Source: an optimization exercise on an open RTL-to-GDS flow (aim: small area). Production flows keep margins and buffers that such runs may drop.
In this exercise RTL edits were held to simulation tests only and were not proved equivalent to the original.
No activity file was given, so power comes from the tool's default toggle rates.

==> design.v <==
`timescale 1ns / 1ps
module extra_sketchy(
    input clk,
    input rst,
    input [7:0] sw,
    input btnL,
    input btnR,
    input MISO,
    output SS,
    output MOSI,
    output SCK,
    output Hsync,
    output Vsync,
    output [2:0] vgaRed,
    output [2:0] vgaGreen,
    output [1:0] vgaBlue
    );
    reg [7:0] c8;
    reg started;             
    reg fresh;               
    always @(posedge clk) begin
        if (rst) begin
            c8 <= 8'd0;
            started <= 1'b0;
            fresh <= 1'b1;
        end
        else begin
            c8 <= c8 + 8'd1;
            started <= 1'b1;
            if (c8 == 8'd99)
                fresh <= 1'b0;
        end
    end
    wire pix = started & (c8[1:0] == 2'd0);      
    wire db = started & (c8 == 8'd0);            
    reg [1:0] bl, br;
    reg pl, pr;
    reg [7:0] s1, s0;
    always @(posedge clk) begin
        if (rst) begin
            bl <= 2'd0;
            br <= 2'd0;
            pl <= 1'b0;
            pr <= 1'b0;
            s1 <= 8'd0;
            s0 <= 8'd0;
        end
        else begin
            if (db) begin
                bl <= {btnL, bl[1]};
                br <= {btnR, br[1]};
                s1 <= sw;
                s0 <= s1;
            end
            pl <= bl[1] & ~bl[0] & db;
            pr <= br[1] & ~br[0] & db;
        end
    end
    wire [7:0] C = {s0[0], s0[1], s0[2], s0[3], s0[4], s0[5], s0[6], s0[7]};
    reg [3:0] R;
    always @(posedge clk) begin
        if (rst)
            R <= 4'd0;
        else if (pl && !pr && R < 4'd10)
            R <= R + 4'd1;
        else if (pr && !pl && R != 4'd0)
            R <= R - 4'd1;
    end
    reg [7:0] pC;
    reg [3:0] pR;
    always @(posedge clk) begin
        if (c8 == 8'd0)
            pC <= C;
        if (c8 == 8'd1)
            pR <= R;
    end
    reg [2:0] sb;
    reg [5:0] sw6;
    always @(posedge clk) begin
        if (rst) begin
            sb <= 3'd5;
            sw6 <= 6'd0;
        end
        else if (pix) begin
            if (sb == 3'd5) begin
                if (sw6 == 6'd31) begin
                    sb <= 3'd0;
                    sw6 <= 6'd0;
                end
                else
                    sw6 <= sw6 + 6'd1;
            end
            else if ((sw6 == 6'd36 && sb != 3'd4) || sw6 == 6'd37) begin
                sb <= (sb == 3'd4) ? 3'd5 : sb + 3'd1;
                sw6 <= 6'd0;
            end
            else
                sw6 <= sw6 + 6'd1;
        end
    end
    assign SS = (sb == 3'd5) && (sw6 == 6'd0);
    assign SCK = (sb != 3'd5) && (sw6 < 6'd16) && sw6[0];
    assign MOSI = 1'b1;
    reg xb7, x1, x0, yb7, y1, y0, bt;
    always @(posedge clk) begin
        if (pix) begin
            if (sb == 3'd0 && sw6 == 6'd1) xb7 <= MISO;
            if (sb == 3'd1 && sw6 == 6'd13) x1 <= MISO;
            if (sb == 3'd1 && sw6 == 6'd15) x0 <= MISO;
            if (sb == 3'd2 && sw6 == 6'd1) yb7 <= MISO;
            if (sb == 3'd3 && sw6 == 6'd13) y1 <= MISO;
            if (sb == 3'd3 && sw6 == 6'd15) y0 <= MISO;
            if (sb == 3'd4 && sw6 == 6'd13) bt <= MISO;
        end
    end
    wire b_edge = (sb == 3'd4) && (sw6 == 6'd37) && (c8[1:0] == 2'd1);
    wire p_edge = (sb == 3'd5) && (sw6 == 6'd0) && (c8[1:0] == 2'd1) && !fresh;
    reg B, pB;
    reg [6:0] aB;            
    reg [4:0] qx, pX;
    reg [5:0] rx;
    reg [3:0] qy, pY;
    reg [6:0] ry;
    wire [1:0] vx = x1 ? {x0, xb7} : ~{x0, xb7};
    wire [1:0] vy = y1 ? {y0, yb7} : ~{y0, yb7};
    wire [5:0] stx = {2'b0, vx, 2'b0};
    wire [6:0] sty = {3'b0, vy, 2'b0};
    wire [5:0] rxs = rx + stx;
    wire [6:0] rys = ry + sty;
    always @(posedge clk) begin
        if (rst) begin
            B <= 1'b0;
            aB <= 7'd127;
            qx <= 5'd0;
            rx <= 6'd0;
            qy <= 4'd0;
            ry <= 7'd0;
        end
        else begin
            if (b_edge) begin
                B <= bt;
                aB <= 7'd0;
            end
            else if (aB != 7'd127)
                aB <= aB + 7'd1;
            if (p_edge) begin
                if (!x1) begin
                    if (rx >= stx)
                        rx <= rx - stx;
                    else if (qx != 5'd0) begin
                        qx <= qx - 5'd1;
                        rx <= rx + 6'd51 - stx;
                    end
                    else
                        rx <= 6'd0;
                end
                else begin
                    if (qx < 5'd17 || (qx == 5'd17 && rxs <= 6'd28)) begin
                        if (rxs >= 6'd51) begin
                            qx <= qx + 5'd1;
                            rx <= rxs - 6'd51;
                        end
                        else
                            rx <= rxs;
                    end
                    else begin
                        qx <= 5'd20;
                        rx <= 6'd3;
                    end
                end
                if (y1) begin
                    if (ry >= sty)
                        ry <= ry - sty;
                    else if (qy != 4'd0) begin
                        qy <= qy - 4'd1;
                        ry <= ry + 7'd68 - sty;
                    end
                    else
                        ry <= 7'd0;
                end
                else begin
                    if (qy < 4'd13 || (qy == 4'd13 && rys <= 7'd11)) begin
                        if (rys >= 7'd68) begin
                            qy <= qy + 4'd1;
                            ry <= rys - 7'd68;
                        end
                        else
                            ry <= rys;
                    end
                    else begin
                        qy <= 4'd15;
                        ry <= 7'd3;
                    end
                end
            end
        end
    end
    always @(posedge clk) begin
        if (b_edge)
            pB <= B;
        if (p_edge) begin
            pX <= qx;
            pY <= qy;
        end
    end
    wire [4:0] X = qx;
    wire [3:0] Y = qy;
    function cov;
        input [4:0] a;
        input [4:0] b;
        input [3:0] r;
        reg [5:0] d;
        begin
            d = (a > b) ? a - b : b - a;
            cov = d <= {2'b0, r};
        end
    endfunction
    reg [9:0] hc, vc;
    always @(posedge clk) begin
        if (rst) begin
            hc <= 10'd0;
            vc <= 10'd0;
        end
        else if (pix) begin
            if (hc == 10'd799) begin
                hc <= 10'd0;
                vc <= (vc == 10'd520) ? 10'd0 : vc + 10'd1;
            end
            else
                hc <= hc + 10'd1;
        end
    end
    assign Hsync = !(hc < 10'd96);
    assign Vsync = !(vc < 10'd2);
    wire active = (hc >= 10'd144) && (hc < 10'd784) && (vc >= 10'd31) && (vc < 10'd511);
    wire [9:0] hx = hc - 10'd144;
    wire [9:0] vy10 = vc - 10'd31;
    wire [4:0] cc = hx[9:5];
    wire [4:0] ncc = (hc < 10'd144) ? 5'd0 : cc + 5'd1;
    wire [3:0] dr = vy10[8:5];
    wire swev = pix && (hc[4:0] == 5'd15) && (hc >= 10'd143) && (hc <= 10'd751);
    reg [4:0] hcol;
    reg [2:0] rr;
    always @(posedge clk) begin
        if (rst) begin
            hcol <= 5'd0;
            rr <= 3'd0;
        end
        else if (hcol == 5'd19) begin
            hcol <= 5'd0;
            rr <= (rr == 3'd4) ? 3'd0 : rr + 3'd1;
        end
        else
            hcol <= hcol + 5'd1;
    end
    wire [7:0] aCf = c8 - 8'd1;
    wire [6:0] aC = aCf[7] ? 7'd127 : aCf[6:0];
    wire [7:0] aC8 = {1'b0, aC};
    wire [7:0] aB8 = {1'b0, aB};
    wire eC_in = aC <= 7'd98;
    wire eC_b = (aC8 >= aB8) ? pB : B;
    wire eC_xo = (aB >= 7'd4) && (aC8 + 8'd4 >= aB8);
    wire eC_ro = aC >= 7'd1;
    wire eR_in = (aC >= 7'd1) && (aC <= 7'd99);
    wire eR_b = (aC8 > aB8) ? pB : B;
    wire eR_xo = (aB >= 7'd4) && (aC8 + 8'd4 > aB8);
    wire eB_in = aB <= 7'd98;
    wire eB_xo = aB >= 7'd4;
    wire eB_cn = !(aB8 >= aC8);
    wire eB_ro = (aC >= 7'd1) && (aC8 <= aB8 + 8'd1);
    wire eX_in = (aB >= 7'd4) && (aB <= 7'd102);
    wire eX_cn = !(aB8 > aC8 + 8'd3);
    wire eX_ro = (aC >= 7'd1) && (aB8 > aC8 + 8'd2);
    reg [3:0] G, Gn;
    integer k;
    always @* begin
        for (k = 0; k < 4; k = k + 1) begin
            G[k] = (B && k == 0)
                || (eC_in && eC_b && k == {eC_xo, eC_ro})
                || (eR_in && eR_b && k == {eR_xo, 1'b1})
                || (eB_in && pB && k == {eB_xo, eB_ro})
                || (eX_in && B && k == {1'b1, eX_ro});
            Gn[k] = (B && k == 0)
                || (eR_in && eR_b && k == {eR_xo, 1'b1})
                || (eB_in && pB && eB_cn && k == {eB_xo, eB_ro})
                || (eX_in && B && eX_cn && k == {1'b1, eX_ro});
        end
    end
    reg [799:0] ring0, ring1, ring2;
    wire [7:0] hd0 = ring0[7:0];
    wire [7:0] hd1 = ring1[7:0];
    wire [7:0] hd2 = ring2[7:0];
    reg [3:0] colK;
    reg [3:0] rowK0, rowK1, rowK2;
    always @* begin
        for (k = 0; k < 4; k = k + 1) begin
            colK[k] = cov(k[1] ? pX : X, hcol, k[0] ? pR : R);
            rowK0[k] = cov({1'b0, k[1] ? pY : Y}, {2'b0, rr}, k[0] ? pR : R);
            rowK1[k] = cov({1'b0, k[1] ? pY : Y}, {2'b0, rr} + 5'd5, k[0] ? pR : R);
            rowK2[k] = cov({1'b0, k[1] ? pY : Y}, {2'b0, rr} + 5'd10, k[0] ? pR : R);
        end
    end
    wire any0 = |(G & colK & rowK0);
    wire any1 = |(G & colK & rowK1);
    wire any2 = |(G & colK & rowK2);
    wire nw0 = |(Gn & colK & rowK0);
    wire nw1 = |(Gn & colK & rowK1);
    wire nw2 = |(Gn & colK & rowK2);
    wire [7:0] wb0 = fresh ? 8'd0 : any0 ? (nw0 ? C : pC) : hd0;
    wire [7:0] wb1 = fresh ? 8'd0 : any1 ? (nw1 ? C : pC) : hd1;
    wire [7:0] wb2 = fresh ? 8'd0 : any2 ? (nw2 ? C : pC) : hd2;
    always @(posedge clk) begin
        ring0 <= {wb0, ring0[799:8]};
        ring1 <= {wb1, ring1[799:8]};
        ring2 <= {wb2, ring2[799:8]};
    end
    wire [1:0] di = (dr < 4'd5) ? 2'd0 : (dr < 4'd10) ? 2'd1 : (dr < 4'd15) ? 2'd2 : 2'd3;
    wire [2:0] drr = (dr < 4'd5) ? dr[2:0] : (dr < 4'd10) ? dr - 4'd5 : dr - 4'd10;
    wire pmatch = (hcol == ncc) && (rr == drr) && (di != 2'd3);
    wire [7:0] wbd = (di == 2'd0) ? wb0 : (di == 2'd1) ? wb1 : wb2;
    wire rowD = cov({1'b0, Y}, {1'b0, dr}, R);
    wire covQ = rowD && cov(X, cc, R);
    wire covP = rowD && cov(X, ncc, R);
    reg [7:0] P, Q;
    wire [7:0] Pt = (B && covP) ? C : P;
    always @(posedge clk) begin
        P <= pmatch ? wbd : Pt;
        Q <= swev ? Pt : (B && covQ) ? C : Q;
    end
    wire [7:0] pixel = active ? (covQ ? C : Q) : 8'd0;
    assign vgaRed = pixel[2:0];
    assign vgaGreen = pixel[5:3];
    assign vgaBlue = pixel[7:6];
endmodule
==> run.sh <==
#!/bin/bash
# synth_recipe.tcl (not shown) runs the flow's synth.tcl, then flattens the netlist and writes it again
# the make line also repeats each setting of config.mk as NAME=value (left out here)
make -C /OpenROAD-flow-scripts/flow DESIGN_CONFIG=/design/flow/config.mk WORK_HOME=/design/flow/orfs CLKGATE_MAP_FILE= SYNTH_SCRIPT=/design/flow/synth_recipe.tcl finish
==> config.mk <==
export PLATFORM = sky130hd
export DESIGN_NAME = extra_sketchy
export DESIGN_NICKNAME = extra_sketchy
export VERILOG_FILES = /design/flow/design.v
export SDC_FILE = /design/flow/constraint.sdc
export NUM_CORES = 8
export LEC_CHECK = 0
export CAP_MARGIN = 20
export CORE_MARGIN = 2
export CORE_UTILIZATION = 30
export SLEW_MARGIN = 20
==> constraint.sdc <==
create_clock -name core_clock -period 12.0 [get_ports {clk}]
set_input_delay 2.4000 -clock core_clock [delete_from_list [all_inputs] [get_ports {clk}]]
set_output_delay 2.4000 -clock core_clock [all_outputs]
set_load 0.01 [all_outputs]
==> impl_metrics.toml <==
[pwr]
ir_worst_vdd_mv = 0.157
finalPower_mw = 16.5
p_leak_nw = 30.2
p_int_mw = 12.9
p_sw_frac = 0.215
power.switching_mw = 3.54
p_clk_frac = 0.441
powerDensity_nw_per_um2 = 216
p_seq_frac = 0.519
comb_power_share = 0.041

[timing]
tightest_slew_ns = 1.08
max_freq_mhz = 108
max_slew_margin = 0.278
min_period_ns = 9.27
fin_tns_setup_ns = 0
rsz0062_at_grt = "false"
hold_violations = 0
setup_viol = 0
fin_ws_ns = 2.73
skew_ns = 0.0992
hold_slack_ns = 0.237
slew_viol_final = 0
fin_crit_sh = 0.772

[finish]
drive_gt1_frac = 0.0920
multiInputGateArea_sq_um = 12500
regArea_sq_um = 51400
area_growth_pct = 17.7
fill_cells = 20300
final_util = 0.355
nets = 4949
final_common_cell = "dfxtp_1"
final_cell_mix = "dfxtp_1, ha_1, clkbuf_16"

[global_routing]
grt.overflow.total = 0
first_global_vias = 30600
antenna_found_initial = 1
grt_max_degree = 47
grt_first_pass_wirelength_um = 169000
grt_usage = 0.0962

[floorplan]
io_pins = 26
rows = 170
dieArea_sq_um = 219000
start_util = 0.302
core_area_sq_um = 214000
die_w_um = 468
fp.dieH_um = 468

[logic_synthesis]
async_flop_share = 0
synth_cells = 4438
yosysWarnings = 1
ys_seq_area_frac = 0.794
ys_seq_elements = 2547
synth_area_sq_um = 64700
synth_edf_count = 37
syn-num-nets = 4755
synth_top_area_cell = "dfxtp_1"
synth_cell_type_count = 83
synth_ff_type = "dfxtp_1"
netlist_top_cells_area = "dfxtp_1, ha_1, edfxtp_1, a21oi_1, nor2_1"
synth_top_area_share = 0.777
syn_avg_cell_area_sq_um = 14.6

[critical_path]
worst_r2r_endpoint = "P[4]"
timing.rr.start = "qx[1]"
cp-start-kind = "flop"
cp_cell_sequence = "ha_1 > nand2_1 > nor2_1 > nor2_1 > xor2_1 > inv_1 > ha_1 > o21ai_0 > a21oi_1 > o22a_1 > mux2i_1 > xor2_1 > ha_1 > o21ai_0 > nand2b_1 > a21oi_1 > a41oi_1 > a311oi_1 > o2111a_1 > mux2i_1 > nor2_1 > clkdlybuf4s50_1"
cp-end-kind = "output pin"
max_stage_delay_ns = 0.73
critPathMaxFanout = 9
rr_worst_depth = 18
critPathRequiredTime_ns = 9.60
worstPathArrival_ns = 6.87
critPathKind = "reg -> out"
critPathSlowestCell = "o2111a_1"
rrSetupSlack_ns = 5.08

[run_status]
status = "no timing/DRC/antenna violations"

[cts]
postCtsSetupBuffers = 0
cts_resized = 0
numCtsBuffers = 220
path_clk_slew_ns = 0.06
htreeDepth = 4
clk_latency_ns = 0.89
cts.sinks = 2547
cts_hold_buffers = 0
cts_root_buf = "clkbuf_16"
cts_buffer_depth = 3
tritoncts = "built"

[detailed_routing]
via_count = 30300
drtIter0Drc = 1808
ant_nets = 0
wire_per_inst_um = 13.7
vias_per_cell = 3.96
routed_wirelength_um = 105000
first_pass_iters = 7
drc_errors = 0

[placed_design]
hpwl_um = 64800
dpl_worst_slack_ns = 3.52
gp_congestion = 0.822
port_buffers = 24

[worst_hold_path]
holdPathEnd = "ring1[212]"
min_from = "ring1[220]"
hold_depth = 0
hold_path_class = "reg -> reg"

[flow_run]
drv_cap = 0
worst max path at each step:
stage	from	slack (ns)	cells after the start	endpoint
2_1_floorplan	vc[0]	5.13	22	vgaBlue[0]
3_3_place_gp	vc[0]	3.64	22	vgaRed[2]
3_5_place_dp	vc[0]	3.52	22	vgaGreen[2]
4_1_cts	vc[0]	2.62	22	vgaGreen[2]
5_1_grt	vc[0]	2.09	22	vgaRed[0]
6_report	vc[0]	2.73	22	vgaRed[2]
Yosys cell counts, types with 37 or more instances:
cell type and n:
dfxtp_1 2510, o21ai_0 127, ha_1 276, inv_1 153, edfxtp_1 37, nor2_1 170, xor2_1 41, a21oi_1 154
nand3_1 64, xnor2_1 68, nand2_1 156, nor2b_1 52, clkbuf_1 48
stage by stage:
stage / area (sq um) / std cells
global placement: 68300 / 7248
global route: 76100 / 7663
floorplan: 64700 / 4438
finish: 76100 / 7665
detailed placement: 68300 / 7248
CTS: 76100 / 7662
routing by layer:
metal,GRT usage,wire length (um),vias up,part of all wire
li1,-,-,15200,-
met1,0.135,53000,14400,0.51
met2,0.142,44300,529,0.42
met3,0.0231,4780,199,0.046
met4,0.0363,2730,0,0.026
met5,0,0,-,0
power groups by stage:
stage | clock, mW | combinational (mW) | sequential (mW)
after global placement | 0 | 0.662 | 8.73
final | 7.26 | 0.672 | 8.54
after global routing | 7.84 | 0.757 | 8.54
after floorplan | 0 | 0.496 | 8.71
after CTS | 7.49 | 0.673 | 8.54
after detailed placement | 0 | 0.669 | 8.73
worst max-delay path: cells and delay by family, from the launching register on:
family,cells,cell delay [ns]
AND/OR/NAND/NOR,5,0.66
flip-flops,1,0.41
XOR/XNOR,2,0.77
multiplexers,2,0.43
AO/OA/AOI/OAI,8,2.19
buffers and inverters,2,0.87
adder cells (fa/ha/maj),3,0.75
sequential cells by signal (all words and copies together) (netlist names), 10 cells and up:
name   cells
ring1    800
vc        10
ring2    800
ring0    800
hc        10
cells by family (layout without fill, tap and decap cells):
group | after synthesis | after routing | synth area share
flip-flops | 2547 | 2547 | 0.794
buffers and inverters | 218 | 604 | 0.0132
adder cells (fa/ha/maj) | 304 | 304 | 0.0621
other | 1 | 4 | 0.0000580
XOR/XNOR | 109 | 109 | 0.0148
AO/OA/AOI/OAI | 567 | 567 | 0.0577
multiplexers | 56 | 56 | 0.00919
AND/OR/NAND/NOR | 636 | 636 | 0.0487
cell type report:
type / count / area share
multi-input cells: 1673 / 0.164
repair buffers: 37 / 0.00437
inverters: 153 / 0.00755
diodes: 3 / 0.0000987
clock buffers: 308 / 0.0827
well taps: 2838 / 0.0467
flip-flops and latches: 2547 / 0.675
clock inverters: 106 / 0.0197

## separate check: timing with driven ports
The results above use ideal ports. As a check the final layout listed here was re-extracted and re-timed, cells and wires unchanged. Step 1 (the two cells are an assumption about what drives the block):
set clk [get_ports {clk}]
set_driving_cell -lib_cell sky130_fd_sc_hd__clkbuf_16 $clk
set_driving_cell -lib_cell sky130_fd_sc_hd__buf_2 [delete_from_list [all_inputs] $clk]
Step 2 adds t to the input delays and takes it off the output delays; t is the mean of the earliest and latest rising clock arrival at the registers after step 1. Input paths then give back, and output paths get back, about the clock's delay inside the block. Slacks: ideal / step 1 / step 2; pairs: ideal / step 1.
t (ns): 0.910
setup WS [ns]: 2.731 / 2.652 / 3.562
hold WS [ns]: 0.237 / 0.237 / 0.237
worst setup path after step 2: register to output
pins driven straight from the clock port: 1
After both steps this run still meets setup and hold. The setup slack of this run moves by -0.079 ns with the drivers and by +0.831 ns with both steps.
